This design comes from an exercise in tuning for small area and a short achievable clock period on the open sky130 flow, not from production work.
The RTL was checked by simulation tests, not by an equivalence proof against the original design.
Power figures rest on the tool's default switching activity, not on a simulated workload.

==> design.v <==
module reg_mux #(
    parameter DATA_WIDTH = 18,
              REG = 1,
              RSTTYPE = "SYNC"
) (
    input [DATA_WIDTH - 1 : 0] data, 
    input rst, CE, clk,
    output [DATA_WIDTH - 1 : 0] mux_out
);
reg [DATA_WIDTH - 1 : 0] Reg;
generate if (RSTTYPE == "ASYNC") begin 
    always @(posedge clk or posedge rst) begin
        if(rst) begin
            Reg <= 0;
        end 
        else if (CE) begin 
            Reg <= data;
        end
    end
end 
    else if (RSTTYPE == "SYNC") begin 
        always @(posedge clk) begin
            if(rst) begin
                Reg <= 0;
            end 
            else if (CE) begin 
                Reg <= data;
            end
        end
    end
endgenerate
assign mux_out = (REG)? Reg : data;
endmodule
module DSP #(
    parameter A0REG = 0,
              A1REG = 1, 
              B0REG = 0,
              B1REG = 1,
              CREG = 1, 
              DREG = 1, 
              MREG = 1,
              PREG = 1, 
              CARRYINREG = 1, 
              CARRYOUTREG = 1, 
              OPMODEREG = 1,
              CARRYINSEL = "OPMODE5",
              B_INPUT = "DIRECT",
              RSTTYPE = "SYNC"
) (
    input [17:0] A, B, D, BCIN,
    input [47:0] C, PCIN,
    input [7:0] OPMODE,
    input clk, CARRYIN,
    input RSTA, RSTB, RSTM, RSTP, RSTC, RSTD, RSTCARRYIN, RSTOPMODE,
    input CEA, CEB, CEM, CEP, CEC, CED, CECARRYIN, CEOPMODE,
    output [17:0] BCOUT,
    output [47:0] PCOUT, P,
    output [35:0] M,
    output CARRYOUT, CARRYOUTF
);
wire [17:0] A0_mux, A1_mux, B0_mux, B1_mux, D_mux, B_IN, Pre_adder_mux;
wire [35:0] M_mux;
wire [47:0] C_mux;
wire [7:0] opmode_mux;
wire CYI_mux, Carry_in_Cascade;
reg [47:0] x_mux, z_mux;
wire [17:0] Pre_adder_out;
wire [35:0] mult_out;
wire [47:0] Post_adder_out;
wire CYO;
reg_mux #(18, A0REG, RSTTYPE)      A0reg (A, RSTA, CEA, clk, A0_mux);
reg_mux #(18, A1REG, RSTTYPE)      A1reg (A0_mux, RSTA, CEA, clk, A1_mux);
reg_mux #(18, B0REG, RSTTYPE)      B0reg (B_IN, RSTB, CEB, clk, B0_mux);
reg_mux #(18, B1REG, RSTTYPE)      B1reg (Pre_adder_mux, RSTB, CEB, clk, B1_mux);
reg_mux #(48, CREG, RSTTYPE)       Creg (C, RSTC, CEC, clk, C_mux);
reg_mux #(18, DREG, RSTTYPE)       Dreg (D, RSTD, CED, clk, D_mux);
reg_mux #(8, OPMODEREG, RSTTYPE)   OPMODEreg (OPMODE, RSTOPMODE, CEOPMODE, clk, opmode_mux);
reg_mux #(36, MREG, RSTTYPE)       Mreg (mult_out, RSTM, CEM, clk, M_mux);
reg_mux #(48, PREG, RSTTYPE)       Preg (Post_adder_out, RSTP, CEP, clk, P);
reg_mux #(1, CARRYINREG, RSTTYPE)  CYOreg (Carry_in_Cascade, RSTCARRYIN, CECARRYIN, clk, CYI_mux);
reg_mux #(1, CARRYOUTREG, RSTTYPE) CYIreg (CYO, RSTCARRYIN, CECARRYIN, clk, CARRYOUT);
assign B_IN = (B_INPUT == "DIRECT")? B : (B_INPUT == "CASCADE")? BCIN : 0 ;
assign Pre_adder_mux = (opmode_mux[4])? Pre_adder_out : B0_mux;
assign BCOUT = B1_mux;
assign M = M_mux;
assign PCOUT = P;
assign Carry_in_Cascade = (CARRYINSEL == "OPMODE5")? opmode_mux[5] : (CARRYINSEL == "CARRYIN")? CARRYIN : 0 ;
assign CARRYOUTF = CARRYOUT;
assign Pre_adder_out = (opmode_mux[6])? (D_mux - B0_mux) : (D_mux + B0_mux) ;
assign mult_out = A1_mux * B1_mux;
assign {CYO, Post_adder_out} = (opmode_mux[7])? (z_mux - (x_mux + CYI_mux)) : (z_mux + x_mux + CYI_mux) ;
always @(*) begin
    case (opmode_mux[1:0])
      0 : x_mux = 0;
      1 : x_mux = {{12{M_mux[35]}}, M_mux} ;
      2 : x_mux = P;    
      3 : x_mux = {D_mux[11:0], A1_mux[17:0], B1_mux[17:0]};
    endcase
    case (opmode_mux[3:2])
      0 : z_mux = 0;
      1 : z_mux = PCIN;
      2 : z_mux = P;    
      3 : z_mux = C_mux;
    endcase
end
endmodule
==> run.sh <==
#!/bin/bash
# synth_recipe.tcl (not shown) runs the flow's synth.tcl, then flattens the netlist and writes it again
# the make line also repeats each setting of config.mk as NAME=value (left out here)
make -C /OpenROAD-flow-scripts/flow DESIGN_CONFIG=/design/flow/config.mk WORK_HOME=/design/flow/orfs CLKGATE_MAP_FILE= SYNTH_SCRIPT=/design/flow/synth_recipe.tcl finish
==> config.mk <==
export PLATFORM = sky130hd
export DESIGN_NAME = DSP
export DESIGN_NICKNAME = DSP
export VERILOG_FILES = /design/flow/design.v
export SDC_FILE = /design/flow/constraint.sdc
export NUM_CORES = 4
export LEC_CHECK = 0
export CAP_MARGIN = 20
export CORE_MARGIN = 2
export CORE_UTILIZATION = 40
export SLEW_MARGIN = 20
==> constraint.sdc <==
create_clock -name core_clock -period 7.0 [get_ports {clk}]
set_input_delay 1.4000 -clock core_clock [delete_from_list [all_inputs] [get_ports {clk}]]
set_output_delay 1.4000 -clock core_clock [all_outputs]
set_load 0.01 [all_outputs]
==> results_dict.tcl <==
set metrics [dict create \
    syn_nets 4130 \
    clkPwrFrac_pct 19.8 \
    core-area_mm2 0.0687 \
    synth_ff_type "dfxtp_1" \
    cp-start-kind "flop" \
    firstDrtPassIters 5 \
    synth_top_area_share_pct 18.8 \
    initial_core_util_pct 40.5 \
    ys_top_cells_by_count "461 x inv_1, 318 x nand2_1, 285 x nor2_1" \
    syn_area_mm2 0.0278 \
    clock_path_buffers 2 \
    power.switching_w 0.00221 \
    post-place-cells 4517 \
    sw_frac_of_total_pct 43.4 \
    grt_util_all_layers_pct 25.9 \
    synth_compound_area_share_pct 15.9 \
    synth.most_common_cell "inv_1" \
    grt_pass1_wl_um 142000 \
    antenna_left 0 \
    setup_tns_ps 0 \
    synth_fa_ha_area_share_pct 30.8 \
    arrival_ps 7040 \
    cts_tree "done" \
    area_growth_pct 16.5 \
    rows 96 \
    rsz0062_at_grt "no" \
    synth_xor_area_share_pct 4.21 \
    p_comb_share_pct 53.0 \
    worst-setup-path-type "flop to flop" \
    avgViaCountPerCell 5.37 \
    ys_ff_latch 196 \
    nets 4327 \
    ys_seq_area_share_pct 14.1 \
    synth_area_per_cell_um2 8.17 \
    cts_sinks 196 \
    placed_cell_area_mm2 0.0319 \
    die_w_um 268 \
    cp.required_ps 7390 \
    wire_per_inst_um 20.6 \
    dieArea_mm2 0.0717 \
    cp-end-kind "flop" \
    ys_top_cells_by_area "fa_1 19%, dfxtp_1 14%, ha_1 12%" \
    intPower_w 0.00288 \
    grt_start_max_net_pins 65 \
    ys_types 86 \
    drt_iter0_drc 1759 \
    layout-drive-gt1-share_pct 7.05 \
    dp_hpwl_um 75800 \
    routed_wl_um 93500 \
    muxShareOfSynthArea_pct 8.54 \
    htreeDepth 4 \
    finalSetupViolations 0 \
    finalMaxSlewViolations 0 \
    relSlewSlack_pct 30.0 \
    fin_skew_ps 24.0 \
    yosys.area_share.simple_pct 16.3 \
    die_y_um 268 \
    worst_pin_slew_ps 1050 \
    cts_buffers 17 \
    clock_latency_ps 530 \
    synth_edf_count 0 \
    p_leak_nw 15.3 \
    globalplace.congestion 0.934 \
    root_buffer "clkbuf_16" \
    antenna_found_initial 4 \
    fmax_mhz 150 \
    port_buffers 326 \
    powerDensity_mw_per_mm2 157 \
    final_cell_area_mm2 0.0324 \
    hold_viol 0 \
    path_clk_slew_ps 80 \
    pin_count 346 \
    power_frac_seq_pct 27.2 \
    status "no timing/DRC/antenna violations" \
    cap_violations 0 \
    synthCells 3408 \
    cts_setup_buffers 0 \
    hold_class "flop to flop" \
    critPathMaxFanout 14 \
    peakVddDrop_v 0.000120 \
    final.period_utilization_pct 95.0 \
    vias 24400 \
    async_reset_ff_share_pct 0 \
    synth_top_family_by_area "adder cells" \
    drc 0 \
    first_global_vias 23600 \
    layout.cells.non_filler 4548 \
    synth_top_area_cell "fa_1" \
    layout_min_cycle_time_ps 6650 \
    utilization_pct 47.2 \
    yosysWarnings 7 \
    globalRouteOverflowTotal 0 \
]
critical path, stage by stage (launching register included):
cell     delay, ps
dfxtp_1        820
nand2_1        150
fa_1           520
inv_1           60
fa_1           550
fa_1           430
fa_1           470
fa_1           490
inv_1           50
fa_1           470
inv_1           40
ha_1           270
buf_4          160
o311a_1        310
o21ai_0        230
o21ai_0        140
a22oi_1        310
a21oi_1        260
a311o_1        420
xor2_1         160
mux2i_1        150
nor2_1          50
layer usage:
layer  global-route usage, %  up-vias  part of all wire, %
met5                       0        -                0.029
met4                    8.41        4                  2.9
met3                    4.45      114                  6.8
met2                    41.0      793                   45
met1                    35.9    11900                   46
li1                        -    11600                    -
layout make-up:
class / count / area, µm²
Inverter: 462 / 1730
Timing Repair Buffer: 420 / 3950
Multi-Input combinational cell: 2508 / 21100
Clock buffer: 18 / 439
Fill cell: 6869 / 36300
Tap cell: 931 / 1160
Sequential cell: 196 / 3940
Clock inverter: 12 / 95.1
Antenna cell: 1 / 2.50
worst paths after layout:
check	startpoint	endpoint	slack, ps	depth (start not counted)
worst max-delay path	B1reg.Reg[14]$_SDFFE_PP0P_	Mreg.Reg[31]$_SDFFE_PP0P_	350	21
worst min-delay path	Creg.Reg[21]$_SDFFE_PP0P_	Creg.Reg[21]$_SDFFE_PP0P_	490	2
worst max register to register	B1reg.Reg[14]$_SDFFE_PP0P_	Mreg.Reg[31]$_SDFFE_PP0P_	350	21
worst min register to register	Creg.Reg[21]$_SDFFE_PP0P_	Creg.Reg[21]$_SDFFE_PP0P_	490	2
placed cells by master (no fill, tap or decap), types with 10 or more instances in the layout:
cell type and count:
a211oi_1 55, a21o_1 53, a21oi_1 173, a22o_1 75, a22oi_1 24, a31oi_1 22
and2_1 160, and3_1 17, buf_4 94, clkbuf_16 17, clkdlybuf4s50_1 320, dfxtp_1 182
dfxtp_2 14, fa_1 261, ha_1 267, inv_1 461, mux2_2 84, mux2i_1 143
nand2_1 318, nand2b_1 24, nand3_1 34, nand4_1 15, nor2_1 285, nor2b_1 29
nor3_1 31, o211ai_1 14, o21a_1 25, o21ai_0 99, o21bai_1 23, or3_1 10
xnor2_1 96, xor2_1 38
per-stage QoR:
step,hold WS (ps),total power (W),setup slack (ps)
after floorplan,454,0.00313,617
after global placement,466,0.00407,249
after detailed placement,475,0.00409,187
after CTS,494,0.00511,167
after global routing,510,0.00544,33.6
final,491,0.00509,350
sequential cells by signal (all words and copies together), names as in the netlist:
signal         flops
B1reg.Reg         18
CYOreg.Reg         1
A1reg.Reg         18
CYIreg.Reg         1
Creg.Reg          48
Mreg.Reg          36
Dreg.Reg          18
OPMODEreg.Reg      8
Preg.Reg          48
logic make-up after synthesis:
family / after synthesis
AO/OA/AOI/OAI: 651
multiplexers: 227
flip-flops: 196
AND/OR/NAND/NOR: 968
buffers and inverters: 704
XOR/XNOR: 134
adder cells (fa/ha/maj): 528
what timing repair did:
item,in CTS,in global routing
resized for setup,0,9
endpoints found under the setup margin,0,5
hold buffers,0,0
power groups by stage:
stage          Sequential (W)  Combinational, W  Clock, W
3_3_place_gp          0.00141           0.00266         0
6_report              0.00138           0.00270   0.00101
3_5_place_dp          0.00141           0.00267         0
5_1_grt               0.00140           0.00298   0.00106
4_1_cts               0.00139           0.00269   0.00103
2_1_floorplan         0.00133           0.00180         0

## what the ideal ports hide
In the flow no input, the clock included, has a driving cell. The finished layout below was timed again as built, in two steps.
Step 1 sets driving cells, clkbuf_16 on the clock port and buf_2 on the other inputs (assumed; they add their load-dependent delay and slew).
Step 2 also shifts input and output timing later by t, the mid clock arrival at the registers, as if the neighbouring blocks saw the same clock.
Slacks: ideal / step 1 / step 2; pairs: ideal / step 1.
shift t [ns]: 0.575
setup WS [ns]: 0.350 / 0.350 / 0.350
worst setup path at the end: register to register
worst data-port slew with drivers (ns): 0.09
cell pins on the clock port's net: 1
After both steps this run still meets setup and hold. The setup slack of this run moves by 0.000 ns with the drivers and by 0.000 ns with both steps.
